This is an optimization exercise on Yosys and OpenROAD, whose aim is small area, a short achievable clock period and few clock cycles per item, not a production implementation.
At most, simulation tests tie the RTL to the original design; equivalence was not proved.
Function not checked in run 6: the RTL went through the layout flow alone.
Power figures rest on the tool's default switching activity, not on a simulated workload.

==> flow/design.v <==
`timescale 1ns / 1ps
module simon2share(clk, data_ina, data_inb, data_rdy, cipher_out, Done, Trig);
input clk;
input data_ina, data_inb;
input [1:0] data_rdy;
output [127:0] cipher_out;
output reg Done, Trig;
reg [7:0] counter;
wire [63:0] keya, keyb;
always@(posedge clk)
begin
	if(data_rdy==0) begin
		counter <= 0;
	end
	else if(data_rdy ==3) begin			
		counter <= counter + 1;
	end
end
always @(posedge clk) begin
	if (counter == 1)  
		Trig <= 1;
	else
		Trig <= 0;
	if(data_rdy == 3 && (counter == 135))
		Done <= 1;			
	else
		Done <= 0;
end
p_datapath mydatapath(.clk(clk), .counter(counter), 
							 .data_ina(data_ina), .data_inb(data_inb),
							 .data_rdy(data_rdy), 
							 .key_ina(keya), .key_inb(keyb), 
							 .cipher_out(cipher_out));
p_keysch10 mykeysch_a(.clk(clk), .counter(counter), 
							 .data_in(data_ina), .data_rdy(data_rdy), .key_out(keya));
p_keysch11 mykeysch_b(.clk(clk), .counter(counter), 
							 .data_in(data_inb), .data_rdy(data_rdy), .key_out(keyb));						 
endmodule
module p_datapath
	(clk, counter, data_ina, data_inb, data_rdy,key_ina, key_inb, cipher_out);
input clk, data_ina, data_inb;
input [1:0] data_rdy;
input [7:0] counter;
input [63:0] key_ina, key_inb;	
output [127:0] cipher_out;
wire [63:0] Xout_a, Xout_b, Yout_a, Yout_b;
data_share2 share_a(.clk(clk), .data_rdy(data_rdy), .counter(counter[0]), .data_in(data_ina), 
						 .key_in(key_ina), .X_out(Xout_a), .Y_out(Yout_a), .Y_in(Yout_b));				 
data_share2 share_b(.clk(clk), .data_rdy(data_rdy), .counter(counter[0]), .data_in(data_inb), 
						 .key_in(key_inb), .X_out(Xout_b), .Y_out(Yout_b), .Y_in(Yout_a));
wire [127:0] res1, res2;
reg sel1, sel2;
always @(*) begin
	if (counter == 136) begin
		sel1 <= 1;
		sel2 <= 1;
	end
	else begin		
		sel1 <= 0;
		sel2 <= 0;
	end
end
quick_mux_128 SHARE_A_OUT_MUX_128( .in1({Xout_a, Yout_a}), .in2(128'd0), .out(res1), .sel(sel1) );
quick_mux_128 SHARE_B_OUT_MUX_128( .in1({Xout_b, Yout_b}), .in2(128'd0), .out(res2), .sel(sel2) );
assign cipher_out = res1 ^ res2;
endmodule  
module data_share2(clk, data_rdy, counter, data_in,key_in, X_out, Y_out, Y_in);
input clk, counter, data_in;
input [63:0] key_in;
input [1:0] data_rdy;	
input [63:0] Y_in;
output [63:0] X_out, Y_out;
reg [63:0] X, Y;
wire [63:0] XL1_1, XL2_1, XL8_1;
assign XL1_1 = {X[62:0], X[63]}; 
assign XL2_1 = {X[61:0], X[63:62]}; 
assign XL8_1 = {X[55:0], X[63:56]}; 
wire [63:0] YL1_1, YL8_2;
assign YL1_1 = {Y[62:0], Y[63]}; 
assign YL8_2 = {Y_in[55:0], Y_in[63:56]}; 
wire [63:0] sout1, sout2;
sub1 s1(Y, XL2_1, XL8_1, XL1_1, sout1);
sub1 s2(X, key_in, YL1_1, YL8_2, sout2);
always@(posedge clk)
begin
   if(data_rdy ==1) begin
		{X, Y} <= {data_in, X, Y[63:1]};
	end
	else if(data_rdy ==3) begin			
		if (counter == 1'b0) begin							
			X <= sout1 ;
			Y <= X;
		end
		else begin
			X <= sout2;
		end
	end
end
assign X_out = X;
assign Y_out = Y;
endmodule
module quick_mux_128(in1, in2, out, sel);
input [127:0] in1,in2;
input sel;
output [127:0] out;
assign out = sel?(in1):in2;
endmodule	
module p_keysch10(clk, counter, data_in, data_rdy, key_out);
input clk, data_in;
input [1:0] data_rdy;
input [7:0] counter;
output [63:0] key_out;
reg [63:0] KX, KY;
wire [0:127] Z = {68'b10101111011100000011010010011000101000010001111110010110110011101011, 60'd0};
wire [63:0] c = 64'hfffffffffffffffc;
always@(posedge clk)
begin
	if(data_rdy == 2) begin
		{KX, KY} <= {data_in, KX, KY[63:1]};
	end
	else if(data_rdy == 3) begin
		if(counter[0] == 1'b1) begin
			KX <= c ^ Z[counter[7:1]] ^ KY ^ {KX[2:0],KX[63:3]} ^ {KX[3:0],KX[63:4]};
			KY <= KX;
		end
	end
end
assign key_out = KY ;
endmodule
module p_keysch11(clk, counter, data_in, data_rdy, key_out);
input clk, data_in;
input [1:0] data_rdy;
input [7:0] counter;
output [63:0] key_out;
reg [63:0] KX, KY;
always@(posedge clk)
begin
	if(data_rdy ==2) begin
		{KX, KY} <= {data_in, KX, KY[63:1]};
	end
	else if(data_rdy ==3) begin
		if(counter[0] == 1'b1) begin
			KX <= KY ^ {KX[2:0],KX[63:3]} ^ {KX[3:0],KX[63:4]};
			KY <= KX;
		end
	end
end
assign key_out = KY ;
endmodule
module sub1(i1, i2, i3, i4, o1);
input [63:0] i1, i2, i3, i4;
output [63:0] o1;
wire [63:0] andout;
and4 a1(i3[3:0], i4[3:0], andout[3:0]);
and4 a2(i3[7:4], i4[7:4], andout[7:4]);
and4 a3(i3[11:8], i4[11:8], andout[11:8]);
and4 a4(i3[15:12], i4[15:12], andout[15:12]);
and4 a5(i3[19:16], i4[19:16], andout[19:16]);
and4 a6(i3[23:20], i4[23:20], andout[23:20]);
and4 a7(i3[27:24], i4[27:24], andout[27:24]);
and4 a8(i3[31:28], i4[31:28], andout[31:28]);
and4 a9(i3[35:32], i4[35:32], andout[35:32]);
and4 a10(i3[39:36], i4[39:36], andout[39:36]);
and4 a11(i3[43:40], i4[43:40], andout[43:40]);
and4 a12(i3[47:44], i4[47:44], andout[47:44]);
and4 a13(i3[51:48], i4[51:48], andout[51:48]);
and4 a14(i3[55:52], i4[55:52], andout[55:52]);
and4 a15(i3[59:56], i4[59:56], andout[59:56]);
and4 a16(i3[63:60], i4[63:60], andout[63:60]);
assign o1 = i1 ^ i2 ^ andout;
endmodule
module and4(a1, a2, andout);
input [3:0] a1,a2;
output [3:0] andout;
assign andout = a1 & a2;
endmodule
==> flow/run.sh <==
#!/bin/bash
# synth_recipe.tcl (not shown) runs the flow's synth.tcl, then flattens the netlist and writes it again
# the make line also repeats each setting of config.mk as NAME=value (left out here)
make -C /OpenROAD-flow-scripts/flow DESIGN_CONFIG=/design/flow/config.mk WORK_HOME=/design/flow/orfs CLKGATE_MAP_FILE= SYNTH_SCRIPT=/design/flow/synth_recipe.tcl finish
==> flow/config.mk <==
export PLATFORM = sky130hd
export DESIGN_NAME = simon2share
export DESIGN_NICKNAME = simon2share
export VERILOG_FILES = /design/flow/design.v
export SDC_FILE = /design/flow/constraint.sdc
export NUM_CORES = 4
export LEC_CHECK = 0
export CAP_MARGIN = 20
export CORE_MARGIN = 2
export CORE_UTILIZATION = 45
export SLEW_MARGIN = 20
==> flow/constraint.sdc <==
create_clock -name core_clock -period 4.2 [get_ports {clk}]
set_input_delay 0.8400 -clock core_clock [delete_from_list [all_inputs] [get_ports {clk}]]
set_output_delay 0.8400 -clock core_clock [all_outputs]
set_load 0.01 [all_outputs]
==> results of run 1 <==
[state kept, by name (all words and copies together) (netlist names)]
register / cells
mydatapath.share_b.Y: 64
mydatapath.share_b.X: 64
mydatapath.share_a.X: 64
Done: 1
Trig: 1
mykeysch_a.KX: 64
mykeysch_a.KY: 64
mykeysch_b.KY: 64
mydatapath.share_a.Y: 64
mykeysch_b.KX: 64
counter: 8
[through the flow]
stage | utilization | std cells | worst slack (ns) | TNS, ns
after global placement | 0.481 | 4312 | 1.06 | 0
after CTS | 0.508 | 4424 | 0.356 | 0
after global routing | 0.508 | 4424 | 0.223 | 0
after detailed placement | 0.481 | 4312 | 1.02 | 0
final | 0.508 | 4424 | 0.390 | 0
after floorplan | - | 3448 | -1.58 | -510.26
[tightest hold or removal path: cells and delay by family, from the launching register on]
kind / cells / cell delay, ns
simple gates: 1 / 0.08
flops: 1 / 0.38
compound gates: 1 / 0.08
[Yosys cell counts, drive strengths merged (2+ instances only)]
cell type and number:
o21ai 199, and4 2, clkbuf 211, a211o 2, inv 6, a32o 5
a21oi 192, nand2 841, mux2 128, nand3 7, nor2 323, a21boi 2
nand2b 4, dfxtp 10, xnor2 701, mux2i 3, nor2b 3, xor2 193
a31o 3, a31oi 2, edfxtp 512, nand4 8, buf 70, ha 10
[worst max path at each step]
stage | cells after the start | start | endpoint | slack, ns
4_1_cts | 6 | counter[4] | cipher_out[30] | 0.36
3_5_place_dp | 4 | data_rdy[1] | mydatapath.share_b.Y[39] | 1.02
3_3_place_gp | 4 | data_rdy[1] | mydatapath.share_b.Y[37] | 1.06
5_1_grt | 6 | counter[4] | cipher_out[91] | 0.22
6_report | 6 | counter[4] | cipher_out[30] | 0.39
2_1_floorplan | 3 | data_rdy[1] | mykeysch_a.KX[0] | -1.58
[power by group through the flow]
stage | Sequential, mW | Combinational (mW) | Clock, mW
final | 11.0 | 8.62 | 5.39
after global placement | 11.1 | 8.51 | 0
after global routing | 11.2 | 9.74 | 5.66
after floorplan | 8.86 | 8.38 | 0
after detailed placement | 11.1 | 8.61 | 0
after CTS | 11.0 | 8.67 | 5.48
[cell families after synthesis]
logic type,after synthesis,share of synthesized area
mux,131,0.0446
buf+inv,287,0.0378
flops,522,0.472
xor+xnor,895,0.238
fa+ha+maj,10,0.00379
simple gates,1193,0.140
compound gates,410,0.0641
[cell type report]
cell class,count,area [um^2]
fill,6703,35800
multi-input combinational,2639,16200
sequential,522,15600
timing repair buffer,186,1960
clock buffer,76,1630
tap,959,1200
clock inverter,36,362
inverter,6,22.5
[routing by layer]
layer / share of wire / global-route usage
met3: 0.063 / 0.0279
met1: 0.44 / 0.342
met5: 0 / 0
met4: 0.025 / 0.0620
met2: 0.47 / 0.380
==> reports/summary.md, run 1 <==
In the routed layout, each cell is associated on average with a via count of 5.30. Final count of hold timing violations: 0. Counting every net in the synthesized netlist gives 3463. The total half-perimeter wirelength after legalization and detailed placement came out at 62700 um. Dividing the synthesized area by the synthesized cell count gives 9.58 um^2. Along the worst path, the maximum fanout reaches 61.

The tools report the worst hold slack after final layout as 0.586 ns. Measured in cells, the most critical reg-to-reg path has a length of 4. The initial antenna violation count is 0.

The library cells used most frequently in the layout, excluding fill and tap cells, are nand2_1 (841), xnor2_1 (701), edfxtp_1 (512). In this run the cell area of the synthesized design comes to 0.0330 mm^2. The switching power share of the total was 0.373. The tools report the I/O pin total as 135.

The run gives 0.0350 mm^2 as the cell area after placement. The arrival time at the worst endpoint came out at 2.97 ns. The library cell used most frequently in the layout, excluding fill and tap cells, is nand2_1. The worst hold path was traced through 2 stages.

In this design, the largest share of critical-path delay is due to simple AND/OR/NAND/NOR gates. The fraction of synthesis flops using an asynchronous set or reset pin is 0. Power consumption: 25.0 mW.

In this run the number of H-tree levels came out at 2. The routed design has 89500 um of wire. After synthesis, the cell types taking the most area are edfxtp_1 (47%), xnor2_1 (19%), nand2_1 (9.6%).

The ratio of total power to cell area was 677 mW/mm^2. Clock-pin slew was measured on the worst setup and hold paths at 0.07 ns. For the worst-case headroom to the max-slew limit, the log shows 0.352. In this run the critical register-to-register path is launched from counter[0].

The count of buffer and inverter cells on the critical path is 2. Post-CTS repair changed the size of 0 cells. Dividing the detail-routed wire length by the instance count gives 20.2 um.

The final critical delay including setup and external delays came out at 3.81 ns. The first global-routing pass estimated 138000 um of wire. In this run, CTS created clock tree buffers numbering 59.

In this run the most critical hold path is launched from counter[6]. The share of power burned in the clock network came out at 0.215. Count of pins over their slew limit: 0. The initial DRC count was 2246; the count of buffers from port buffering was 134.

The core outline area came out at 0.0728 mm^2. The run gives 0 as the final antenna diode count. The analysis attributes to net switching a power of 9.34 mW. The tools report the number of global-route vias before repair as 21941. Traced cell by cell, the critical path runs through or3_4, nor2_2, nand4_1, buf_4, nor2_1, clkdlybuf4s50_1. In the synthesized netlist, the number of instances is 3448. On the final layout, the worst clock skew is 0.0126 ns.

The area growth from synthesis to layout is 12.0%, and the number of setup buffers added after CTS is 0. TritonCTS built the clock tree. At the pin with the least slew margin, the transition time is 0.970 ns.

The die height was 275 um. Once detail routing completed, the nets flagged for antenna violations numbered 0. With fillers left out, the area of the finished cells amounts to 0.0370 mm^2. The fraction of layout instances using a drive strength above 1 works out to 0.0843. The upper clock frequency limit was 262 MHz. Cell internal power was estimated by the tool at 15.7 mW. Counting distinct cell types in the post-synthesis netlist gives 41.

The post-route clock period utilization is 0.907. The worst setup slack for register-to-register paths came out at 1.68 ns. The number of hold buffers added after CTS was 0. Before antenna repair, the detailed router went through 5 iterations.

The run finished with no timing, DRC or antenna violations. Library cell occupying the most area in the post-synthesis netlist: edfxtp_1. The count of nets after finishing was 3429. Summed over all cells, the static leakage comes to 13.0 nW. The run gives 0.344 as the combinational power share. The path with the worst hold slack has its endpoint at counter[6]. The clock reaches the later pin of the worst-skew pair after 0.63 ns. Die width: 275 um. The portion of total power attributed to sequential cells is 0.441, and the number of warnings reported in the yosys synthesis log is 5. The logs give 0.374 mV for the worst IR drop on VDD and 99 for the site row count. The cell sitting at the root of the clock tree is a clkbuf_16.

The class of the tightest hold or removal check is flip-flop to flip-flop. Setup repair after global routing left no endpoint under its margin. The initial core utilization is 0.453, and the maximum cell stage delay along the critical path is 0.55 ns.

Entering global routing, the biggest net connects 93 pins. Aggregate global-route resource usage: 0.237. The cell with the largest stage delay on the worst path is clkdlybuf4s50_1. The tool flagged a number of max-cap violations equal to 0. The required time at the endpoint of the critical path is 3.36 ns. The die footprint was 0.0756 mm^2. The global placement routability congestion is 0.834, and the area share of the largest cell type after synthesis is 0.466. In this run, synthesis produced a sequential element count of 522. The total congestion overflow was 0. The tools report the kind of end point of the critical path as an output port. The most used flip-flop cell after synthesis was edfxtp_1.

Reg-to-reg critical path endpoint: mydatapath.share_a.X[34]. The via count came out at 23452. The type of origin of the critical path was a flip-flop. Yosys mapped a number of flops with a built-in enable equal to 512. Sequential-to-total area share from yosys stat: 0.472. The kind of critical path is flip-flop to output port. Clock tree synthesis found a total of 522 sinks.

For the maximum clock path buffer count, the log shows 3. After detailed routing, the number of remaining DRC violations is 0. The tools report the setup-violating endpoint count in the final report as 0.
Testbench counts, summed over its fixed seeds: cycles 201,728, encryptions 512.
==> run 2: changes to the inputs <==
==> flow/design.v (replaced) <==
`timescale 1ns / 1ps
module simon2share(clk, data_ina, data_inb, data_rdy, cipher_out, Done, Trig);
input clk;
input data_ina, data_inb;
input [1:0] data_rdy;
output [127:0] cipher_out;
output reg Done, Trig;
reg [7:0] counter;     
reg [6:0] ptcnt;       
wire idle  = (data_rdy == 2'd0);
wire ld_pt = (data_rdy == 2'd1);
wire ld_k  = (data_rdy == 2'd2);
wire run   = (data_rdy == 2'd3);
wire ph    = counter[0];
always @(posedge clk) begin
	if (idle)
		counter <= 8'd0;
	else if (run)
		counter <= counter + 8'd1;
end
always @(posedge clk) begin
	if (ld_k)
		ptcnt <= 7'd0;
	else if (ld_pt)
		ptcnt <= ptcnt + 7'd1;
end
always @(posedge clk) begin
	Trig <= (counter == 8'd1);
	Done <= run && (counter == 8'd135);
end
reg [63:0] Xa, Ya, Xb, Yb;
wire [63:0] Xa1 = {Xa[62:0], Xa[63]};
wire [63:0] Xa2 = {Xa[61:0], Xa[63:62]};
wire [63:0] Xa8 = {Xa[55:0], Xa[63:56]};
wire [63:0] Xb1 = {Xb[62:0], Xb[63]};
wire [63:0] Xb2 = {Xb[61:0], Xb[63:62]};
wire [63:0] Xb8 = {Xb[55:0], Xb[63:56]};
wire [63:0] Ya1 = {Ya[62:0], Ya[63]};
wire [63:0] Ya8 = {Ya[55:0], Ya[63:56]};
wire [63:0] Yb1 = {Yb[62:0], Yb[63]};
wire [63:0] Yb8 = {Yb[55:0], Yb[63:56]};
wire [63:0] KYa, KYb;
wire [63:0] sa1 = Ya ^ Xa2 ^ (Xa1 & Xa8);
wire [63:0] sb1 = Yb ^ Xb2 ^ (Xb1 & Xb8);
wire [63:0] sa2 = Xa ^ KYa ^ (Ya1 & Yb8);
wire [63:0] sb2 = Xb ^ KYb ^ (Yb1 & Ya8);
wire y_load = ld_pt && (ptcnt[6] == 1'b0 || ptcnt[5:0] == 6'd0);
always @(posedge clk) begin
	if (run) begin
		if (ph == 1'b0) begin
			Xa <= sa1;
			Xb <= sb1;
		end
		else begin
			Xa <= sa2;
			Xb <= sb2;
		end
	end
	else if (ld_pt) begin
		Xa <= {data_ina, Xa[63:1]};
		Xb <= {data_inb, Xb[63:1]};
	end
	if ((run && ph == 1'b0) || y_load) begin
		Ya <= Xa;
		Yb <= Xb;
	end
end
reg [63:0] KXa, KXb;
reg [63:0] KYa_r, KYb_r;
assign KYa = KYa_r;
assign KYb = KYb_r;
wire [0:127] Z = {68'b10101111011100000011010010011000101000010001111110010110110011101011, 60'd0};
wire [63:0] c = 64'hfffffffffffffffc;
always @(posedge clk) begin
	if (ld_k) begin
		{KXa, KYa_r} <= {data_ina, KXa, KYa_r[63:1]};
		{KXb, KYb_r} <= {data_inb, KXb, KYb_r[63:1]};
	end
	else if (run && ph == 1'b1) begin
		KXa <= c ^ Z[counter[7:1]] ^ KYa_r ^ {KXa[2:0], KXa[63:3]} ^ {KXa[3:0], KXa[63:4]};
		KYa_r <= KXa;
		KXb <= KYb_r ^ {KXb[2:0], KXb[63:3]} ^ {KXb[3:0], KXb[63:4]};
		KYb_r <= KXb;
	end
end
wire [127:0] res_a = Done ? {Xa, Ya} : 128'd0;
wire [127:0] res_b = Done ? {Xb, Yb} : 128'd0;
assign cipher_out = res_a ^ res_b;
endmodule
==> reports/summary.md, run 2 <==
The run finished with no timing, DRC or antenna violations. The run gives 59 (unchanged) as the number of buffers created by CTS. The cell count after placement was 4181 (was 4312). The routing layer with the top usage in global route was met2 (unchanged).

The cell at the root of the clock tree is clkbuf_16 (unchanged). Cell area after layout: 0.0357 mm^2 (was 0.0370 mm^2). The tools report the number of different library cells in the post-synthesis netlist as 42 (was 41). The met1 capacity usage during global routing was 0.336 (was 0.342); the site row count was 97 (was 99). Leading post-synthesis cells by instance count: nand2_1 (980), xnor2_1 (575), edfxtp_1 (512) (was nand2_1 (841), xnor2_1 (701), edfxtp_1 (512)). The number of gates resized after CTS is 0 (unchanged), and the core outline area is 0.0701 mm^2 (was 0.0728 mm^2). The fraction of met2 tracks used by global routing is 0.379 (was 0.380).

The transition time at the pin with the least slew margin was 1.00 ns (was 0.970 ns); the area growth from synthesis to layout was 11.7% (was 12.0%). The die footprint is 0.0732 mm^2 (was 0.0756 mm^2). The class of the tightest hold or removal check was flip-flop to flip-flop (unchanged). The run gives 0 (unchanged) as the number of remaining DRC errors. Area share of the largest cell type after synthesis: 0.481 (was 0.466). The area of the multi-input gates is 0.0152 mm^2 (was 0.0162 mm^2), and the power consumption is 19.2 mW (was 25.0 mW). The final critical delay including setup and external delays works out to 3.19 ns (was 3.81 ns). The tools report the number of fill cells in the layout as 6470 (was 6703).

The I/O pin total was 135 (unchanged); the via count was 22441 (was 23452). Post-route clock period utilization: 0.759 (was 0.907). The number of nets still failing antenna checks after routing is 0 (unchanged), and the fraction of layout instances using a drive strength above 1 is 0.0355 (was 0.0843).

The count of nets after finishing was 3319 (was 3429). The most used flip-flop cell after synthesis is edfxtp_1 (unchanged). Setup-violating endpoint count in the final report: 0 (unchanged).

The post-CTS clock slew at the launch and capture registers of the worst setup and hold paths is 0.06 ns (was 0.07 ns), and the count of max-cap constraint violations is 0 (unchanged). Top library cells by usage in the layout, fill and taps aside: nand2_1 (978), xnor2_1 (575), edfxtp_1 (512) (was nand2_1 (841), xnor2_1 (701), edfxtp_1 (512)). For the cell area after placement, the log shows 0.0339 mm^2 (was 0.0350 mm^2). The type of origin of the critical path is a flip-flop (unchanged). The kind of end point of the critical path is an output port (unchanged).

The dominant combinational cell family by area after synthesis was XOR/XNOR gates (unchanged). TritonCTS built the clock tree. The latest clock arrival within the worst-skew pair is 0.63 ns (about the same), and the fraction of the mapped netlist area in compound gates is 0.0680 (was 0.0641). Setup repair after global routing left no endpoint under its margin. The upper clock frequency limit is 314 MHz (was 262 MHz). The run gives 0 (unchanged) as the initial antenna violation count. Total congestion overflow: 0 (unchanged).

The area taken by flip-flops and latches was 0.0157 mm^2 (was 0.0156 mm^2); the peak fanout along the critical path was 68 (was 61). The logs give 0.456 (was 0.453) for the initial core utilization and 0.234 (was 0.237) for the aggregate global-route resource usage. The required time at the endpoint of the critical path is 3.36 ns (about the same), and the fraction of synthesis flops using an asynchronous set or reset pin is 0 (unchanged). The synthesized-area fraction occupied by and/or/nand/nor cells came out at 0.155 (was 0.140).

The worst-case headroom to the max-slew limit came out at 0.333 (was 0.352). The number of clock sinks is 529 (was 522), and the number of cells produced by synthesis is 3346 (was 3448). The count of hold buffers inserted by post-cts repair was 0 (unchanged); the maximum clock path buffer count was 3 (unchanged).

The tools report the setup TNS as 0 ns (unchanged). The mean routed wirelength per cell is 20.2 um (about the same), and the area share of fa/ha/maj cells after synthesis is 0.00430 (was 0.00379). The number of levels the H-tree was split into is 2 (unchanged), and the fraction of the core area covered by cells at the end of the flow is 0.509 (was 0.508). For the total length of routed wires, the log shows 86600 um (was 89500 um).

The number of synthesized register bits is 529 (was 522). The mean cell area of the mapped netlist came out at 9.56 um^2 (was 9.58 um^2). The vias per cell was 5.23 (was 5.30); the global-route wire length before repair was 133000 um (was 138000 um). The count of buffers from port buffering works out to 134 (unchanged).

Commonest non-fill, non-tap cell in the layout: nand2_1 (unchanged). The maximum number of pins on one net before global-route repair is 136 (was 93), and the post-synthesis net count is 3362 (was 3463). The worst IR drop on VDD is 0.331 mV (was 0.374 mV), and the leakage dissipation is 13.0 nW (about the same).

The run gives 2127 (was 2246) as the initial DRC count. For the arrival time at the worst endpoint, the log shows 2.35 ns (was 2.97 ns). The multiplexer share of the synthesized area works out to 0.00160 (was 0.0446). The kind of critical path is flip-flop to output port (unchanged). The sequential-to-total area share from yosys stat came out at 0.491 (was 0.472). The run gives 0 (unchanged) as the number of setup buffers added after CTS. Leading post-synthesis cells by cell area: edfxtp_1 (48%), xnor2_1 (16%), nand2_1 (12%) (was edfxtp_1 (47%), xnor2_1 (19%), nand2_1 (9.6%)). The library cell occupying the most area in the post-synthesis netlist is edfxtp_1 (unchanged). The number of warnings reported in the yosys synthesis log was 1 (was 5); the final antenna diode count was 0 (unchanged). The ratio of total power to cell area is 538 mW/mm^2 (was 677 mW/mm^2). The run gives 4288 (was 4424) as the final non-filler cell total. The maximum cell stage delay along the critical path works out to 0.67 ns (was 0.55 ns). The total half-perimeter wirelength after legalization and detailed placement was 60100 um (was 62700 um); the maximum clock skew at final layout was 0.0153 ns (was 0.0126 ns). The most frequently used cell type in the post-synthesis netlist is nand2_1 (unchanged). The global placement routability congestion was 0.897 (was 0.834).

The die height is 271 um (was 275 um). The final count of hold timing violations was 0 (unchanged). The logs give 0 (unchanged) for the count of pins over their slew limit and 5 (unchanged) for the detailed-router iteration count before antenna repair. Cell chain of the critical path: buf_12, and2_1, clkdlybuf4s50_1 (was or3_4, nor2_2, nand4_1, buf_4, nor2_1, clkdlybuf4s50_1). The cell with the largest stage delay on the worst path was dfxtp_4 (was clkdlybuf4s50_1). Count of flip-flops with a built-in enable after synthesis: 512 (unchanged). The die width was 271 um (was 275 um).

The XOR/XNOR share of the synthesized area works out to 0.245 (was 0.238). The tools report the number of global-route vias before repair as 21593 (was 21941). Synthesized area: 0.0320 mm^2 (was 0.0330 mm^2). The met3 usage is 0.0239 (was 0.0279).
-- run 2: cell count changes after synthesis, moves of 9 or more --
cell,delta
xnor2_1,-126
and2_1,+128
o21ai_1,+153
nor2_1,-239
nand2_1,+139
mux2_2,-127
xor2_1,+128
nor2_4,-10
clkbuf_1,-9
a21oi_1,-124
o21ai_0,-21
buf_6,-12
-- run 2: power by group --
group	total [mW]	switching (mW)	internal, mW
logic	5.17	2.63	2.53
registers	8.85	1.69	7.17
clock network	5.20	2.21	2.99
-- run 2: worst max-delay path: cells and delay by family, from the launching register on --
family / cells / cell delay (ns)
flops: 1 / 0.67
buf+inv: 2 / 0.81
simple gates: 1 / 0.18
-- run 2: layer usage --
metal  share of wire  vias to the layer above
met1            0.45                    10793
met2            0.47                      742
met3           0.058                      121
met5               0                        -
li1                -                    10785
met4           0.024                        0
-- run 2: logic make-up (layout without fill, tap and decap cells) --
group / after synthesis / count (layout)
XOR/XNOR: 896 / 896
multiplexers: 5 / 5
AO/OA/AOI/OAI: 420 / 420
flip-flops: 529 / 529
adder cells (fa/ha/maj): 11 / 11
buffers and inverters: 273 / 275
AND/OR/NAND/NOR: 1212 / 1212
-- run 2: layout make-up --
class / instances / area share
clock inverter: 31 / 0.00914
timing repair buffer: 162 / 0.0487
tap: 940 / 0.0329
inverter: 7 / 0.000735
clock buffer: 75 / 0.0430
sequential: 529 / 0.440
multi-input combinational: 2544 / 0.426
-- run 2: through the flow --
| stage | hold WS, ns | worst slack (ns) |
|---|---|---|
| finish | 0.565 | 1.01 |
| global route | 0.601 | 0.826 |
| floorplan | 0.424 | 0.107 |
| CTS | 0.561 | 0.795 |
| global placement | 0.518 | 0.992 |
| detailed placement | 0.546 | 0.889 |
-- run 2: final timing paths --
path | from | to | slack [ns] | depth (start not counted)
worst min register to register | ptcnt[1] | ptcnt[1] | 0.57 | 1
worst max-delay path | Done | cipher_out[17] | 1.01 | 3
worst max register to register | counter[2] | KXa[0] | 2.05 | 6
worst min-delay path | ptcnt[1] | ptcnt[1] | 0.57 | 1
Testbench counts of run 2, summed over its fixed seeds: cycles 201,728, encryptions 512.
==> run 3: changes to the inputs <==
--- a/flow/config.mk
+++ b/flow/config.mk
@@ -5,7 +5,9 @@
 export SDC_FILE = /design/flow/constraint.sdc
 export NUM_CORES = 4
 export LEC_CHECK = 0
+export ABC_CLOCK_PERIOD_IN_PS = 2300
 export CAP_MARGIN = 20
 export CORE_MARGIN = 2
 export CORE_UTILIZATION = 45
+export SETUP_SLACK_MARGIN = 1.9
 export SLEW_MARGIN = 20
==> reports/summary.md, run 3 <==
For the site row count, the log shows 97 (unchanged). The count of max-cap constraint violations is 0 (unchanged). Detailed-router iteration count before antenna repair: 6 (was 5). The initial antenna violation count is 1 (was 0). The die width works out to 271 um (unchanged). The number of buffers created by CTS came out at 60 (was 59).

The ratio of total power to cell area works out to 510 mW/mm^2 (was 538 mW/mm^2). The transition time at the pin with the least slew margin came out at 1.03 ns (was 1.00 ns). The number of instances on the worst hold path came out at 1 (unchanged). The run finished with no timing, DRC or antenna violations.

The initial core utilization came out at 0.456 (unchanged). For the worst-case headroom to the max-slew limit, the log shows 0.313 (was 0.333). The tools report the critical path launch point as Done (unchanged).

The number of remaining DRC errors was 0 (unchanged). The total congestion overflow came out at 0 (unchanged). The XOR/XNOR share of the synthesized area is 0.245 (unchanged), and the maximum number of pins on one net before global-route repair is 147 (was 136). The multiplexer share of the synthesized area was 0.00160 (unchanged); the fraction of synthesis flops using an asynchronous set or reset pin was 0 (unchanged). The reg-to-reg critical path startpoint was counter[2] (unchanged). The aggregate global-route resource usage was 0.258 (was 0.234); the number of global-route vias before repair was 23004 (was 21593).

Count of hold buffers inserted by post-cts repair: 0 (unchanged). The tools report the number of warnings reported in the yosys synthesis log as 1 (unchanged). The total half-perimeter wirelength after legalization and detailed placement came out at 59700 um (was 60100 um).

The via count came out at 24429 (was 22441). For the latest clock arrival within the worst-skew pair, the log shows 0.64 ns (was 0.63 ns). Number of cell instances on the worst register-to-register path: 6 (unchanged).

Kind of critical path: flip-flop to output port (unchanged). The library cell occupying the most area in the post-synthesis netlist was edfxtp_1 (unchanged). The tools report the type of origin of the critical path as a flip-flop (unchanged). The fraction of layout instances using a drive strength above 1 is 0.195 (was 0.0355). The final critical delay including setup and external delays was 2.57 ns (was 3.19 ns); the sequential-to-total area share from yosys stat was 0.491 (unchanged). The initial DRC count was 2860 (was 2127). TritonCTS built the clock tree. The count of flip-flops with a built-in enable after synthesis was 512 (unchanged).

The count of nets after finishing came out at 3634 (was 3319). The tools report the maximum clock path buffer count as 3 (unchanged). Mean cell area of the mapped netlist: 9.56 um^2 (unchanged). The kind of end point of the critical path is an output port (unchanged). The number of clock sinks is 529 (unchanged), and the area share of the largest cell type after synthesis is 0.481 (unchanged). The arrival time at the worst endpoint came out at 1.73 ns (was 2.35 ns).

For the global-route wire length before repair, the log shows 145000 um (was 133000 um). The logs give 0.0390 mm^2 (was 0.0357 mm^2) for the cell area after layout and 0.0258 ns (was 0.0153 ns) for the maximum clock skew at final layout. The tools report the number of nets still failing antenna checks after routing as 0 (unchanged). The number of different library cells in the post-synthesis netlist is 42 (unchanged), and the fraction of met2 tracks used by global routing is 0.407 (was 0.379). Post-synthesis net count: 3362 (unchanged).

Dominant combinational cell family by area after synthesis: XOR/XNOR gates (unchanged). The number of fill cells in the layout is 6178 (was 6470). For the number of cells produced by synthesis, the log shows 3346 (unchanged). The fraction of the mapped netlist area in compound gates was 0.0680 (unchanged). The area share of fa/ha/maj cells after synthesis was 0.00430 (unchanged).

The most frequently used cell type in the post-synthesis netlist is nand2_1 (unchanged). The synthesized-area fraction occupied by and/or/nand/nor cells came out at 0.155 (unchanged). For the synthesized area, the log shows 0.0320 mm^2 (unchanged). Commonest non-fill, non-tap cell in the layout: nand2_1 (unchanged).

For the leakage dissipation, the log shows 15.2 nW (was 13.0 nW). Leading post-synthesis cells by cell area: edfxtp_1 (48%), xnor2_1 (16%), nand2_1 (12%) (unchanged). The core outline area is 0.0701 mm^2 (unchanged), and the number of synthesized register bits is 529 (unchanged). Cell at the root of the clock tree: clkbuf_16 (unchanged). Routing layer with the top usage in global route: met2 (unchanged). Top library cells by usage in the layout, fill and taps aside: nand2_1 (976), xnor2_1 (575), edfxtp_1 (512) (was nand2_1 (978), xnor2_1 (575), edfxtp_1 (512)). Leading post-synthesis cells by instance count: nand2_1 (980), xnor2_1 (575), edfxtp_1 (512) (unchanged).

The run gives 0.914 (was 0.897) as the global placement routability congestion. The number of levels the H-tree was split into came out at 2 (unchanged). The run gives 0.0732 mm^2 (unchanged) as the die footprint. The vias per cell came out at 5.30 (was 5.23).

The required time at the endpoint of the critical path is 3.36 ns (about the same), and the post-CTS clock slew at the launch and capture registers of the worst setup and hold paths is 0.06 ns (about the same). The setup-violating endpoint count in the final report is 0 (unchanged), and the count of pins over their slew limit is 0 (unchanged). Setup repair after global routing could not meet its margin everywhere. The run gives 0.300 mV (was 0.331 mV) as the worst IR drop on VDD. The met1 capacity usage during global routing was 0.369 (was 0.336); the met3 usage was 0.0348 (was 0.0239). The area growth from synthesis to layout is 22.1% (was 11.7%), and the upper clock frequency limit is 389 MHz (was 314 MHz). The final count of hold timing violations came out at 0 (unchanged). The class of the tightest hold or removal check is flip-flop to flip-flop (unchanged). The startpoint of the tightest hold check path was ptcnt[1] (unchanged). Cell area after placement: 0.0339 mm^2 (about the same). For the setup TNS, the log shows 0 ns (unchanged). The mean routed wirelength per cell came out at 21.6 um (was 20.2 um). The count of buffers from port buffering came out at 134 (unchanged). The post-route clock period utilization works out to 0.612 (was 0.759). The total length of routed wires was 99500 um (was 86600 um); the I/O pin total was 135 (unchanged). The peak fanout along the critical path was 4 (was 68). The most used flip-flop cell after synthesis is edfxtp_1 (unchanged). The die height came out at 271 um (unchanged).
run 3: cell counts after synthesis:
Identical to the previous run, type by type.
run 3: final cells by class:
cell class / instances / area, um^2 / area share
multi-input cells: 2545 / 15900 / 0.408
flip-flops and latches: 529 / 15700 / 0.403
repair buffers: 475 / 4330 / 0.111
clock buffers: 73 / 1570 / 0.0403
well taps: 940 / 1180 / 0.0301
clock inverters: 35 / 294 / 0.00753
inverters: 7 / 28.8 / 0.000737
diodes: 1 / 2.50 / 0.0000641
run 3: metrics by stage:
step | util | setup WS, ns | power (mW) | cells | hold slack, ns
2_1_floorplan | - | 0.305 | 12.6 | 3346 | 0.424
3_3_place_gp | 0.483 | 1.07 | 13.9 | 4183 | 0.519
3_5_place_dp | 0.483 | 0.990 | 14.1 | 4183 | 0.526
4_1_cts | 0.541 | 1.30 | 19.8 | 4549 | 0.541
5_1_grt | 0.557 | 1.57 | 20.9 | 4605 | 0.580
6_report | 0.557 | 1.63 | 19.9 | 4605 | 0.540
run 3: routing by layer:
| layer | part of all wire | vias to the layer above | wire length (um) |
|---|---|---|---|
| met1 | 0.42 | 11820 | 42200 |
| met2 | 0.45 | 1077 | 45000 |
| met3 | 0.086 | 174 | 8520 |
| li1 | - | 11358 | - |
| met4 | 0.038 | 0 | 3740 |
| met5 | 0 | - | 0 |
run 3: logic make-up (layout without fill, tap and decap cells):
kind of cell,Yosys count,count (layout)
xor+xnor,896,896
buf+inv,273,590
flops,529,529
compound gates,420,420
mux,5,5
fa+ha+maj,11,11
other cells,0,1
simple gates,1212,1213
run 3: critical path, cell delays in order (launching register included):
cell	delay (ns)
dfxtp_4	0.37
buf_8	0.15
buf_12	0.13
buf_6	0.11
buf_6	0.10
and2_1	0.12
buf_2	0.13
run 3: report_power, final:
part | total (mW) | switching, mW | leakage (nW) | internal [mW]
clock | 5.16 | 2.22 | 0.908 | 2.94
combinational | 6.42 | 3.43 | 9.15 | 2.99
sequential | 8.35 | 1.20 | 5.10 | 7.16
run 3: final timing paths:
check / end / slack [ns]
setup / recovery: cipher_out[115] / 1.63
hold / removal: ptcnt[1] / 0.54
setup reg to reg: KXa[0] / 2.04
hold reg to reg: ptcnt[1] / 0.54
run 3: timing repair:
action	CTS	global route
endpoints found under the setup margin	724	280
cloned	0	13
buffers inserted	258	42
gates resized for setup	272	412
pin swaps	110	60
==> run 4: changes to the inputs <==
--- a/flow/config.mk
+++ b/flow/config.mk
@@ -5,7 +5,7 @@
 export SDC_FILE = /design/flow/constraint.sdc
 export NUM_CORES = 4
 export LEC_CHECK = 0
-export ABC_CLOCK_PERIOD_IN_PS = 2300
+export ABC_AREA = 1
 export CAP_MARGIN = 20
 export CORE_MARGIN = 2
 export CORE_UTILIZATION = 45
==> reports/summary.md, run 4 <==
The mean cell area of the mapped netlist is 8.99 um^2 (was 9.56 um^2). Setup repair after global routing could not meet its margin everywhere. The logs give 0.262 (was 0.258) for the aggregate global-route resource usage and 142000 um (was 145000 um) for the global-route wire length before repair. The fraction of synthesis flops using an asynchronous set or reset pin was 0 (unchanged); the cell count after placement was 4311 (was 4183).

The commonest non-fill, non-tap cell in the layout was nand2_1 (unchanged). Fraction of layout instances using a drive strength above 1: 0.131 (was 0.195). The number of clock sinks was 529 (unchanged); the worst-case headroom to the max-slew limit was 0.346 (was 0.313). The setup TNS is 0 ns (unchanged).

The maximum clock skew at final layout is 0.0244 ns (was 0.0258 ns). For the count of nets after finishing, the log shows 3580 (was 3634). The power consumption was 15.9 mW (was 19.9 mW). The reg-to-reg critical path endpoint was Yb[32] (was KXa[0]).

The number of instances on the worst hold path works out to 2 (was 1). The number of different library cells in the post-synthesis netlist is 28 (was 42). The ratio of total power to cell area was 441 mW/mm^2 (was 510 mW/mm^2); the initial antenna violation count was 0 (was 1).

The number of synthesized register bits is 529 (unchanged). The cell with the largest stage delay on the worst path is dfxtp_4 (unchanged). The transition time at the pin with the least slew margin is 0.981 ns (was 1.03 ns). The count of flip-flops with a built-in enable after synthesis came out at 512 (unchanged).

The dominant delay contributor by cell family on the critical path was buffers and inverters (unchanged). The post-CTS clock slew at the launch and capture registers of the worst setup and hold paths is 0.06 ns (about the same). The tools report the I/O pin total as 135 (unchanged). Cell chain of the critical path: buf_12, buf_16, buf_12, o21ai_4, a21oi_2, buf_2 (was buf_8, buf_12, buf_6, buf_6, and2_1, buf_2). TritonCTS built the clock tree.

Leading post-synthesis cells by cell area: edfxtp_1 (49%), nand2_1 (9.3%), xor2_1 (7.8%) (was edfxtp_1 (48%), xnor2_1 (16%), nand2_1 (12%)). The detailed-router iteration count before antenna repair was 7 (was 6). Library cell occupying the most area in the post-synthesis netlist: edfxtp_1 (unchanged). The total congestion overflow was 0 (unchanged); the count of buffer and inverter cells on the critical path was 4 (was 5).

The flow ran to the end and the layout has no timing, DRC or antenna violations. For the worst hold slack after final layout, the log shows 0.474 ns (was 0.540 ns). The count of hold buffers inserted by post-cts repair came out at 0 (unchanged). The maximum clock path buffer count is 3 (unchanged), and the global placement routability congestion is 0.854 (was 0.914). Kind of end point of the critical path: an output port (unchanged). The tools report the die footprint as 0.0717 mm^2 (was 0.0732 mm^2). The area taken by flip-flops and latches came out at 0.0157 mm^2 (unchanged). Final critical delay including setup and external delays: 2.69 ns (was 2.57 ns). The tools report the reg-to-reg critical path startpoint as ptcnt[0] (was counter[2]). The tools report the number of levels the H-tree was split into as 3 (was 2). Leading post-synthesis cells by instance count: nand2_1 (776), edfxtp_1 (512), a21oi_1 (326) (was nand2_1 (980), xnor2_1 (575), edfxtp_1 (512)). The number of cell instances on the worst register-to-register path came out at 7 (was 6). The post-synthesis net count came out at 3497 (was 3362). End point of the most critical hold path: ptcnt[6] (was ptcnt[1]). Most frequently used cell type in the post-synthesis netlist: nand2_1 (unchanged). Startpoint of the tightest hold check path: ptcnt[6] (was ptcnt[1]).

The worst setup slack for register-to-register paths is 2.06 ns (was 2.04 ns). The count of pins over their slew limit was 0 (unchanged). The site row count is 96 (was 97).

The type of origin of the critical path was a flip-flop (unchanged). The die width came out at 268 um (was 271 um). The final worst slack is 1.51 ns (was 1.63 ns).

The number of nets still failing antenna checks after routing was 0 (unchanged). The run gives 0.502 (was 0.491) as the sequential-to-total area share from yosys stat. Required time at the endpoint of the critical path: 3.36 ns (about the same). The total half-perimeter wirelength after legalization and detailed placement came out at 62200 um (was 59700 um). For the worst setup timing slack at the placement stage, the log shows 0.990 ns (about the same). Top library cells by usage in the layout, fill and taps aside: nand2_1 (774), edfxtp_1 (512), a21oi_1 (283) (was nand2_1 (976), xnor2_1 (575), edfxtp_1 (512)).

The area growth from synthesis to layout was 15.6% (was 22.1%). The tools report the arrival time at the worst endpoint as 1.85 ns (was 1.73 ns). Core outline area: 0.0687 mm^2 (was 0.0701 mm^2). The die height came out at 268 um (was 271 um). The final antenna diode count was 0 (was 1); the final non-filler cell total was 4541 (was 4605).

The run gives 0.0313 mm^2 (was 0.0320 mm^2) as the synthesized area. The tools report the cell at the root of the clock tree as clkbuf_16 (unchanged). The number of remaining DRC errors was 0 (unchanged); the area of the multi-input gates was 0.0142 mm^2 (was 0.0159 mm^2).

The post-route clock period utilization was 0.640 (was 0.612); the worst IR drop on VDD was 0.246 mV (was 0.300 mV). The tools report the maximum number of pins on one net before global-route repair as 136 (was 147). The most used flip-flop cell after synthesis was edfxtp_1 (unchanged). The number of buffers created by CTS was 66 (was 60); the upper clock frequency limit was 372 MHz (was 389 MHz). The fraction of the core area covered by cells at the end of the flow was 0.527 (was 0.557).

The count of buffers from port buffering is 134 (unchanged), and the latest clock arrival within the worst-skew pair is 0.60 ns (was 0.64 ns). The maximum cell stage delay along the critical path came out at 0.39 ns (was 0.37 ns). The logs give 14.3 nW (was 15.2 nW) for the leakage dissipation and 0 (unchanged) for the setup-violating endpoint count in the final report. The cell area after placement is 0.0331 mm^2 (was 0.0339 mm^2). The count of max-cap constraint violations came out at 0 (unchanged).

The area share of the largest cell type after synthesis is 0.491 (was 0.481). The logs give 22909 (was 23004) for the number of global-route vias before repair and 1 (unchanged) for the number of warnings reported in the yosys synthesis log. The initial DRC count is 3105 (was 2860). The kind of critical path is flip-flop to output port (unchanged). The final count of hold timing violations was 0 (unchanged). Class of the tightest hold or removal check: flip-flop to flip-flop (unchanged). The peak fanout along the critical path was 7 (was 4). The most used cell along the critical path was buf_12 (was buf_6). Mean routed wirelength per cell: 21.4 um (was 21.6 um). The vias per cell is 5.61 (was 5.30).

The number of fill cells in the layout was 6408 (was 6178). For the total length of routed wires, the log shows 97000 um (was 99500 um). The number of cells produced by synthesis was 3481 (was 3346); the via count was 25457 (was 24429). The logs give 0.455 (was 0.456) for the initial core utilization and 0.0362 mm^2 (was 0.0390 mm^2) for the cell area after layout.
run 4: changes by cell type in the layout (fill, tap and decap cells not counted), moves of 61 or more:
| cell | previous run | this run |
|---|---|---|
| buf_4 | 292 | 86 |
| buf_6 | 92 | 18 |
| a21oi_1 | 68 | 283 |
| a31oi_1 | 1 | 129 |
| buf_2 | 32 | 127 |
| xor2_2 | 61 | 0 |
| o22ai_1 | 1 | 63 |
| inv_1 | 5 | 213 |
| o21ai_1 | 153 | 17 |
| and2_4 | 81 | 0 |
| nor2_1 | 72 | 213 |
| xnor2_1 | 575 | 254 |
| nand2_1 | 976 | 774 |
run 4: repair_timing:
action	CTS	global route
pin swaps	2	0
gates cloned	7	4
hold endpoints to repair	0	0
gates resized for setup	549	180
buffers inserted	31	74
endpoints found under the setup margin	612	160
run 4: tightest hold or removal path: stages (launching register included):
cell and delay [ns]:
dfxtp_1 0.29, inv_1 0.07, a21oi_1 0.06
run 4: cells by family after synthesis:
group | count (synthesis) | synth area share
adder cells (fa/ha/maj) | 11 | 0.00440
buffers and inverters | 473 | 0.0601
AND/OR/NAND/NOR | 1062 | 0.131
AO/OA/AOI/OAI | 873 | 0.153
XOR/XNOR | 533 | 0.149
flip-flops | 529 | 0.502
run 4: worst max path at each step:
stage / depth (start not counted) / endpoint / slack [ns] / startpoint
4_1_cts: 5 / cipher_out[49] / 1.47 / Done
3_5_place_dp: 5 / KXb[61] / 0.99 / data_rdy[1]
2_1_floorplan: 7 / KXa[0] / 1.41 / data_rdy[1]
5_1_grt: 6 / cipher_out[100] / 1.47 / Done
6_report: 6 / cipher_out[64] / 1.51 / Done
3_3_place_gp: 6 / KXa[35] / 1.01 / data_rdy[1]
run 4: power breakdown:
group	switching (mW)	internal [mW]	leakage, nW
combinational	1.60	1.26	8.28
sequential	1.09	6.57	5.02
clock	2.31	3.11	0.964
total	5.00	10.9	14.3
run 4: area by class of cell:
cell class / instances / area share
sequential: 529 / 0.434
multi-input combinational: 2480 / 0.392
timing repair buffer: 271 / 0.0632
clock buffer: 83 / 0.0480
tap: 931 / 0.0322
inverter: 216 / 0.0230
clock inverter: 31 / 0.00664
run 4: layer usage:
layer,share of wire,vias to the layer above,GRT usage
li1,-,12050,-
met1,0.43,12170,0.363
met2,0.47,1091,0.424
met3,0.075,146,0.0396
met4,0.024,0,0.0839
met5,0,-,0
==> run 5: changes to the inputs <==
--- a/flow/config.mk
+++ b/flow/config.mk
@@ -8,6 +8,6 @@
 export ABC_AREA = 1
 export CAP_MARGIN = 20
 export CORE_MARGIN = 2
-export CORE_UTILIZATION = 45
-export SETUP_SLACK_MARGIN = 1.9
+export CORE_UTILIZATION = 60
+export SETUP_SLACK_MARGIN = 1.7
 export SLEW_MARGIN = 20
==> reports/summary.md, run 5 <==
The run finished with no timing, DRC or antenna violations. The die height is 232 um (was 268 um). The most frequently used cell type in the post-synthesis netlist was nand2_1 (unchanged). The die width was 232 um (was 268 um).

TritonCTS built the clock tree. The count of buffer and inverter cells on the critical path works out to 5 (was 4). The total congestion overflow is 0 (unchanged), and the maximum number of pins on one net before global-route repair is 220 (was 136). The area share of fa/ha/maj cells after synthesis works out to 0.00440 (unchanged). The count of flip-flops with a built-in enable after synthesis was 512 (unchanged).

The number of different library cells in the post-synthesis netlist is 28 (unchanged), and the maximum cell stage delay along the critical path is 0.39 ns (about the same). Worst setup path endpoint: cipher_out[73] (was cipher_out[64]). For the initial antenna violation count, the log shows 0 (unchanged). The count of hold buffers inserted by post-cts repair came out at 0 (unchanged). Cell chain of the critical path: buf_6, buf_12, buf_12, buf_16, o21ai_1, a21oi_1, buf_2 (was buf_12, buf_16, buf_12, o21ai_4, a21oi_2, buf_2). The run gives 16.0 mW (was 15.9 mW) as the power consumption. The count of nets after finishing came out at 3577 (was 3580). The routing layer with the top usage in global route was met2 (unchanged). The most used flip-flop cell after synthesis is edfxtp_1 (unchanged). The logs give 3481 (unchanged) for the number of cells produced by synthesis and 0.63 ns (was 0.60 ns) for the latest clock arrival within the worst-skew pair. The sequential-to-total area share from yosys stat was 0.502 (unchanged).

Reg-to-reg critical path startpoint: ptcnt[0] (unchanged). For the number of levels the H-tree was split into, the log shows 2 (was 3). The critical path launch point is Done (unchanged).

The tools report the cell area after placement as 0.0328 mm^2 (was 0.0331 mm^2). For the number of remaining DRC errors, the log shows 0 (unchanged). The fraction of the mapped netlist area in compound gates was 0.153 (unchanged); the initial core utilization was 0.609 (was 0.455).

The XOR/XNOR share of the synthesized area was 0.149 (unchanged); the setup TNS was 0 ns (unchanged). The ratio of total power to cell area was 443 mW/mm^2 (was 441 mW/mm^2). The type of origin of the critical path is a flip-flop (unchanged).

For the upper clock frequency limit, the log shows 355 MHz (was 372 MHz). Met1 capacity usage during global routing: 0.494 (was 0.363). The most used cell along the critical path is buf_12 (unchanged). The commonest non-fill, non-tap cell in the layout is nand2_1 (unchanged). The tools report the number of warnings reported in the yosys synthesis log as 1 (unchanged). Reg-to-reg critical path endpoint: Yb[30] (was Yb[32]). The tools report the maximum clock skew at final layout as 0.0263 ns (was 0.0244 ns). Area share of the largest cell type after synthesis: 0.491 (unchanged). Worst-case headroom to the max-slew limit: 0.325 (was 0.346). The tools report the via count as 26705 (was 25457). Setup repair after global routing could not meet its margin everywhere.

For the number of clock sinks, the log shows 529 (unchanged). The leakage dissipation came out at 14.4 nW (was 14.3 nW). The vias per cell works out to 6.22 (was 5.61). The count of buffers from port buffering is 134 (unchanged). For the count of max-cap constraint violations, the log shows 0 (unchanged).

The kind of critical path was flip-flop to output port (unchanged). The kind of end point of the critical path was an output port (unchanged). The tools report the fraction of the core area covered by cells at the end of the flow as 0.705 (was 0.527).

The met3 usage is 0.0708 (was 0.0396). The final count of hold timing violations was 0 (unchanged); the final critical delay including setup and external delays was 2.82 ns (was 2.69 ns). The mean cell area of the mapped netlist is 8.99 um^2 (unchanged), and the number of global-route vias before repair is 24302 (was 22909). The mean routed wirelength per cell was 23.6 um (was 21.4 um); the logic depth of the worst path, buffers included was 7 (was 6). For the arrival time at the worst endpoint, the log shows 1.98 ns (was 1.85 ns).

The run gives 83 (was 96) as the site row count. The run gives 57 (was 66) as the number of buffers created by CTS. Leading post-synthesis cells by instance count: nand2_1 (776), edfxtp_1 (512), a21oi_1 (326) (unchanged).

The die footprint was 0.0540 mm^2 (was 0.0717 mm^2). The class of the tightest hold or removal check is flip-flop to flip-flop (unchanged). Leading post-synthesis cells by cell area: edfxtp_1 (49%), nand2_1 (9.3%), xor2_1 (7.8%) (unchanged). The peak fanout along the critical path was 8 (was 7); the aggregate global-route resource usage was 0.357 (was 0.262).

The transition time at the pin with the least slew margin came out at 1.01 ns (was 0.981 ns). The cell with the largest stage delay on the worst path is dfxtp_4 (unchanged). The number of synthesized register bits is 529 (unchanged), and the synthesized area is 0.0313 mm^2 (unchanged). The tools report the worst IR drop on VDD as 0.361 mV (was 0.246 mV).

The required time at the endpoint of the critical path is 3.36 ns (about the same), and the fraction of synthesis flops using an asynchronous set or reset pin is 0 (unchanged). The dominant delay contributor by cell family on the critical path was buffers and inverters (unchanged). The number of instances on the worst hold path came out at 2 (unchanged).

The total length of routed wires was 101000 um (was 97000 um); the global placement routability congestion was 0.904 (was 0.854). The post-route clock period utilization was 0.670 (was 0.640). The run gives 0 (unchanged) as the number of nets still failing antenna checks after routing.

Cell at the root of the clock tree: clkbuf_16 (unchanged). The run gives 146000 um (was 142000 um) as the global-route wire length before repair. The core outline area came out at 0.0514 mm^2 (was 0.0687 mm^2).

Top library cells by usage in the layout, fill and taps aside: nand2_1 (774), edfxtp_1 (512), xor2_1 (279) (was nand2_1 (774), edfxtp_1 (512), a21oi_1 (283)). The library cell occupying the most area in the post-synthesis netlist is edfxtp_1 (unchanged). The multiplexer share of the synthesized area was 0 (unchanged); the count of pins over their slew limit was 0 (unchanged). The post-synthesis net count was 3497 (unchanged).

The post-CTS clock slew at the launch and capture registers of the worst setup and hold paths was 0.06 ns (about the same). The area growth from synthesis to layout was 15.9% (was 15.6%); the fraction of layout instances using a drive strength above 1 was 0.141 (was 0.131). The maximum clock path buffer count is 3 (unchanged). The tools report the setup-violating endpoint count in the final report as 0 (unchanged). The detailed-router iteration count before antenna repair was 6 (was 7); the fraction of met2 tracks used by global routing was 0.557 (was 0.424).

The total half-perimeter wirelength after legalization and detailed placement was 61900 um (was 62200 um); the synthesized-area fraction occupied by and/or/nand/nor cells was 0.131 (unchanged). The I/O pin total is 135 (unchanged). Number of cell instances on the worst register-to-register path: 7 (unchanged). The tools report the initial DRC count as 3614 (was 3105).

The worst setup slack for register-to-register paths came out at 1.87 ns (was 2.06 ns). The dominant combinational cell family by area after synthesis was compound AO/OA/AOI/OAI gates (unchanged). For the cell area after layout, the log shows 0.0362 mm^2 (about the same).
[run 5: cell counts after synthesis]
No cell type changed its count.
[run 5: layer usage]
layer | part of all wire | wire (um) | vias to the layer above
li1 | - | - | 12033
met1 | 0.39 | 39900 | 12713
met2 | 0.46 | 46200 | 1681
met3 | 0.11 | 11000 | 278
met4 | 0.043 | 4370 | 0
met5 | 0 | 0 | -
[run 5: worst min path at each step]
stage	startpoint	endpoint	slack [ns]
after CTS	ptcnt[6]	ptcnt[6]	0.49
after detailed placement	ptcnt[6]	ptcnt[6]	0.48
final	ptcnt[6]	ptcnt[6]	0.49
after global placement	ptcnt[2]	ptcnt[2]	0.46
after global routing	counter[7]	Trig	0.52
after floorplan	Xa[10]	Ya[10]	0.42
[run 5: power breakdown]
group | switching, mW | internal (mW)
Sequential | 1.07 | 6.57
Combinational | 1.73 | 1.24
Clock | 2.23 | 3.20
[run 5: through the flow]
step | std cells | setup slack, ns | hold WS (ns)
5_1_grt | 4288 | 1.34 | 0.517
2_1_floorplan | 3481 | 1.41 | 0.424
3_3_place_gp | 4061 | 1.02 | 0.462
6_report | 4290 | 1.38 | 0.494
3_5_place_dp | 4061 | 0.939 | 0.478
4_1_cts | 4256 | 1.42 | 0.488
[run 5: layout make-up]
cell class	instances	area, um^2
Antenna cell	2	5.00
Clock buffer	71	1540
Clock inverter	35	422
Fill cell	3970	15200
Inverter	216	850
Multi-Input combinational cell	2482	14400
Sequential cell	529	15700
Tap cell	680	851
Timing Repair Buffer	274	2480
Timing Repair inverter	1	11.3
[run 5: logic make-up after synthesis]
family	after synthesis
buffers and inverters	473
DFF	529
xor gates and xnor gates	533
AOI/OAI and AO/OA	873
and+or+nand+nor	1062
adders and majority gates	11
[run 5: worst reg2reg max path: stages, from the launching register on]
cell and delay [ns]:
dfxtp_1 0.38, inv_1 0.06, ha_1 0.19, nand3_1 0.08, nor3_1 0.05, o21ai_1 0.62
nand2_8 0.31, buf_12 0.30
[run 5: repair_timing]
item | CTS | global route
pin swaps | 1 | 2
gates resized for setup | 579 | 221
gates cloned | 11 | 8
buffers inserted | 78 | 24
setup endpoints to repair | 195 | 342
==> run 6: changes to the inputs <==
--- a/flow/design.v
+++ b/flow/design.v
@@ -24,9 +24,13 @@
 	else if (ld_pt)
 		ptcnt <= ptcnt + 7'd1;
 end
+reg [2:0] oe;
 always @(posedge clk) begin
 	Trig <= (counter == 8'd1);
-	Done <= run && (counter == 8'd135);
+	Done  <= run && (counter == 8'd135);
+	oe[0] <= run && counter[0] && (counter[7:1] == 7'd67);
+	oe[1] <= run && (counter[3:0] == 4'd7) && (counter[7:4] == 4'd8);
+	oe[2] <= run && (counter[1:0] == 2'd3) && (counter[7:2] == 6'd33);
 end
 reg [63:0] Xa, Ya, Xb, Yb;
 wire [63:0] Xa1 = {Xa[62:0], Xa[63]};
@@ -83,7 +87,8 @@
 		KYb_r <= KXb;
 	end
 end
-wire [127:0] res_a = Done ? {Xa, Ya} : 128'd0;
-wire [127:0] res_b = Done ? {Xb, Yb} : 128'd0;
-assign cipher_out = res_a ^ res_b;
+wire [127:0] xy_a = {Xa, Ya};
+wire [127:0] xy_b = {Xb, Yb};
+wire [127:0] gate = {{32{oe[2]}}, {32{oe[1]}}, {32{oe[0]}}, {32{Done}}};
+assign cipher_out = (xy_a & gate) ^ (xy_b & gate);
 endmodule
--- a/flow/config.mk
+++ b/flow/config.mk
@@ -8,6 +8,8 @@
 export ABC_AREA = 1
 export CAP_MARGIN = 20
 export CORE_MARGIN = 2
-export CORE_UTILIZATION = 60
-export SETUP_SLACK_MARGIN = 1.7
+export CORE_UTILIZATION = 45
+export CTS_CLUSTER_DIAMETER = 80
+export CTS_CLUSTER_SIZE = 24
+export SETUP_SLACK_MARGIN = 1.9
 export SLEW_MARGIN = 20
==> reports/summary.md, run 6 <==
The run finished with no timing, DRC or antenna violations. The tools report the cell at the root of the clock tree as clkbuf_16 (unchanged). The die height is 268 um (was 232 um). The detailed-router iteration count before antenna repair is 8 (was 6), and the aggregate global-route resource usage is 0.280 (was 0.357).

The required time at the endpoint of the critical path is 3.36 ns (about the same). The worst-case headroom to the max-slew limit came out at 0.394 (was 0.325). The count of nets after finishing was 3783 (was 3577). The synthesized area came out at 0.0313 mm^2 (about the same). Cell chain of the critical path: buf_12, buf_16, buf_6, o21ai_2, a21oi_2, buf_2 (was buf_6, buf_12, buf_12, buf_16, o21ai_1, a21oi_1, buf_2).

Most frequently used cell type in the post-synthesis netlist: nand2_1 (unchanged). For the total half-perimeter wirelength after legalization and detailed placement, the log shows 62800 um (was 61900 um). The final count of hold timing violations came out at 0 (unchanged).

The number of fill cells in the layout was 6210 (was 3970). The number of remaining DRC errors is 0 (unchanged). Final critical delay including setup and external delays: 2.70 ns (was 2.82 ns). The fraction of synthesis flops using an asynchronous set or reset pin was 0 (unchanged); the maximum cell stage delay along the critical path was 0.48 ns (was 0.39 ns).

The tools report the die footprint as 0.0718 mm^2 (was 0.0540 mm^2). The mean cell area of the mapped netlist was 8.97 um^2 (was 8.99 um^2); the I/O pin total was 135 (unchanged). For the number of cells produced by synthesis, the log shows 3495 (was 3481). Leading post-synthesis cells by instance count: nand2_1 (794), edfxtp_1 (512), a21oi_1 (333) (was nand2_1 (776), edfxtp_1 (512), a21oi_1 (326)). The library cell occupying the most area in the post-synthesis netlist was edfxtp_1 (unchanged).

The maximum clock skew at final layout came out at 0.0257 ns (was 0.0263 ns). The commonest non-fill, non-tap cell in the layout is nand2_1 (unchanged). The transition time at the pin with the least slew margin is 0.910 ns (was 1.01 ns). The count of buffers from port buffering came out at 134 (unchanged). The die width is 268 um (was 232 um), and the number of cell instances on the worst register-to-register path is 7 (unchanged).

The number of warnings reported in the yosys synthesis log came out at 1 (unchanged). The cell with the largest stage delay on the worst path was dfxtp_4 (unchanged). The post-CTS clock slew at the launch and capture registers of the worst setup and hold paths is 0.09 ns (was 0.06 ns), and the vias per cell is 5.68 (was 6.22).

Top library cells by usage in the layout, fill and taps aside: nand2_1 (790), edfxtp_1 (512), buf_4 (289) (was nand2_1 (774), edfxtp_1 (512), xor2_1 (279)). The site row count is 96 (was 83). The initial DRC count is 3278 (was 3614). The tools report the number of clock sinks as 532 (was 529). The run gives 30 (was 28) as the number of different library cells in the post-synthesis netlist. TritonCTS built the clock tree. Most used flip-flop cell after synthesis: edfxtp_1 (unchanged). The number of buffers created by CTS was 31 (was 57); the ratio of total power to cell area was 387 mW/mm^2 (was 443 mW/mm^2).

The initial core utilization is 0.455 (was 0.609). The post-route clock period utilization was 0.642 (was 0.670). Worst IR drop on VDD: 0.301 mV (was 0.361 mV). For the latest clock arrival within the worst-skew pair, the log shows 0.64 ns (was 0.63 ns).

The total length of routed wires was 105000 um (was 101000 um); the fraction of layout instances using a drive strength above 1 was 0.191 (was 0.141). Total congestion overflow: 0 (unchanged). The setup TNS was 0 ns (unchanged). The kind of end point of the critical path was an output port (unchanged). The peak fanout along the critical path is 6 (was 8), and the mean routed wirelength per cell is 22.3 um (was 23.6 um). The tools report the core outline area as 0.0688 mm^2 (was 0.0514 mm^2). The initial antenna violation count was 0 (unchanged); the number of synthesized register bits was 532 (was 529). The type of origin of the critical path was a flip-flop (unchanged).

The kind of critical path is flip-flop to output port (unchanged). The run gives 0 (unchanged) as the setup-violating endpoint count in the final report. Leading post-synthesis cells by cell area: edfxtp_1 (49%), nand2_1 (9.5%), xor2_1 (8.0%) (was edfxtp_1 (49%), nand2_1 (9.3%), xor2_1 (7.8%)). The upper clock frequency limit is 371 MHz (was 355 MHz), and the global-route wire length before repair is 152000 um (was 146000 um).

The maximum number of pins on one net before global-route repair came out at 136 (was 220). The via count is 26831 (was 26705), and the post-synthesis net count is 3510 (was 3497). The count of max-cap constraint violations was 0 (unchanged). The maximum clock path buffer count was 3 (unchanged); the arrival time at the worst endpoint was 1.86 ns (was 1.98 ns).

The leakage dissipation came out at 15.0 nW (was 14.4 nW). The number of instances on the worst hold path is 2 (unchanged). The count of pins over their slew limit came out at 0 (unchanged). Setup repair after global routing could not meet its margin everywhere. The tools report the global placement routability congestion as 0.858 (was 0.904). The area share of the largest cell type after synthesis is 0.491 (about the same), and the cell area after layout is 0.0378 mm^2 (was 0.0362 mm^2). The number of global-route vias before repair was 23901 (was 24302); the cell area after placement was 0.0332 mm^2 (was 0.0328 mm^2). The number of levels the H-tree was split into was 1 (was 2). The class of the tightest hold or removal check is flip-flop to flip-flop (unchanged). The area growth from synthesis to layout is 20.5% (was 15.9%). The count of flip-flops with a built-in enable after synthesis was 512 (unchanged); the number of nets still failing antenna checks after routing was 0 (unchanged).

The run gives 0.503 (was 0.502) as the sequential-to-total area share from yosys stat.
[run 6: final cells by class]
type	instances	area, um^2	area share
flip-flops and latches	532	15800	0.418
inverters	213	831	0.0220
well taps	931	1160	0.0308
clock inverters	19	294	0.00779
multi-input cells	2498	14600	0.387
diodes	1	2.50	0.0000663
repair buffers	492	4260	0.113
clock buffers	36	795	0.0210
[run 6: path summary, 6_finish.rpt]
check / startpoint / end / slack, ns
setup reg to reg: ptcnt[1] / Yb[19] / 2.10
hold / removal: ptcnt[2] / ptcnt[2] / 0.47
hold reg to reg: ptcnt[2] / ptcnt[2] / 0.47
setup / recovery: oe[1] / cipher_out[69] / 1.50
[run 6: through the flow]
stage               instances   util  setup slack, ns  hold slack, ns  power, mW
finish                   4722  0.549             1.50           0.468       14.6
global route             4721  0.549             1.47           0.487       15.3
CTS                      4682  0.535             1.50           0.469       14.5
detailed placement       4329  0.482            0.918           0.456       10.4
global placement         4329  0.482            0.926           0.455       10.4
floorplan                3495      -             1.45           0.424       9.53
[run 6: kinds of logic after synthesis]
family          synth area share
compound gates             0.153
flops                      0.503
fa+ha+maj                0.00399
simple gates               0.132
xor+xnor                   0.149
buf+inv                   0.0585
[run 6: critical path: cells and delay by family, from the launching register on]
| kind | cells | cell delay (ns) |
|---|---|---|
| AO/OA/AOI/OAI | 2 | 0.20 |
| buffers and inverters | 4 | 0.54 |
| flip-flops | 1 | 0.48 |
[run 6: what timing repair did]
action	CTS	global route
hold buffers	0	0
setup endpoints to repair	572	179
pin swaps	1	0
resized for setup	573	295
gates cloned	11	3
setup buffers	287	36
[run 6: per-layer routing]
metal	vias up	global-route usage	wire [um]
met1	12894	0.393	43700
met4	0	0.101	4030
met2	1315	0.448	48600
li1	12430	-	-
met5	-	0	0
met3	192	0.0329	8980
[run 6: power breakdown]
| group | leakage, nW | internal, mW | switching (mW) |
|---|---|---|---|
| Combinational | 9.41 | 1.48 | 1.97 |
| Sequential | 5.05 | 6.58 | 0.880 |
| Clock | 0.524 | 1.73 | 1.99 |

[re-timing with driven ports]
The results above use ideal ports. As a check the final layouts listed here were re-extracted and re-timed, cells and wires unchanged.
Step 1: set_driving_cell puts a clkbuf_16 on clk and a buf_2 on each other input, an assumption about the parent block.
Step 2 adds t to the input delays and takes it off the output delays; t is the mean of the earliest and latest rising clock arrival at the registers after step 1. Input paths then give back, and output paths get back, about the clock's delay inside the block.
Three values: no drivers, after step 1, after step 2; two values: the first two.
run | t, ns | setup WS [ns] | latest minus earliest clock arrival (ns)
run 1 | 0.688 | 0.390 / 0.325 / 0.998 | 0.018 / 0.018
run 2 | 0.677 | 1.011 / 0.955 / 0.872 | 0.017 / 0.017
run 3 | 0.687 | 1.628 / 1.568 / 1.435 | 0.030 / 0.030
run 4 | 0.651 | 1.511 / 1.451 / 1.347 | 0.029 / 0.029
run 5 | 0.684 | 1.384 / 1.320 / 1.446 | 0.029 / 0.029
run 6 | 0.689 | 1.505 / 1.440 / 1.390 | 0.032 / 0.032
After both steps setup and hold are still met in every run listed. The setup slack of run 3, which loses most, moves by -0.060 ns with the drivers and by -0.193 ns with both steps.
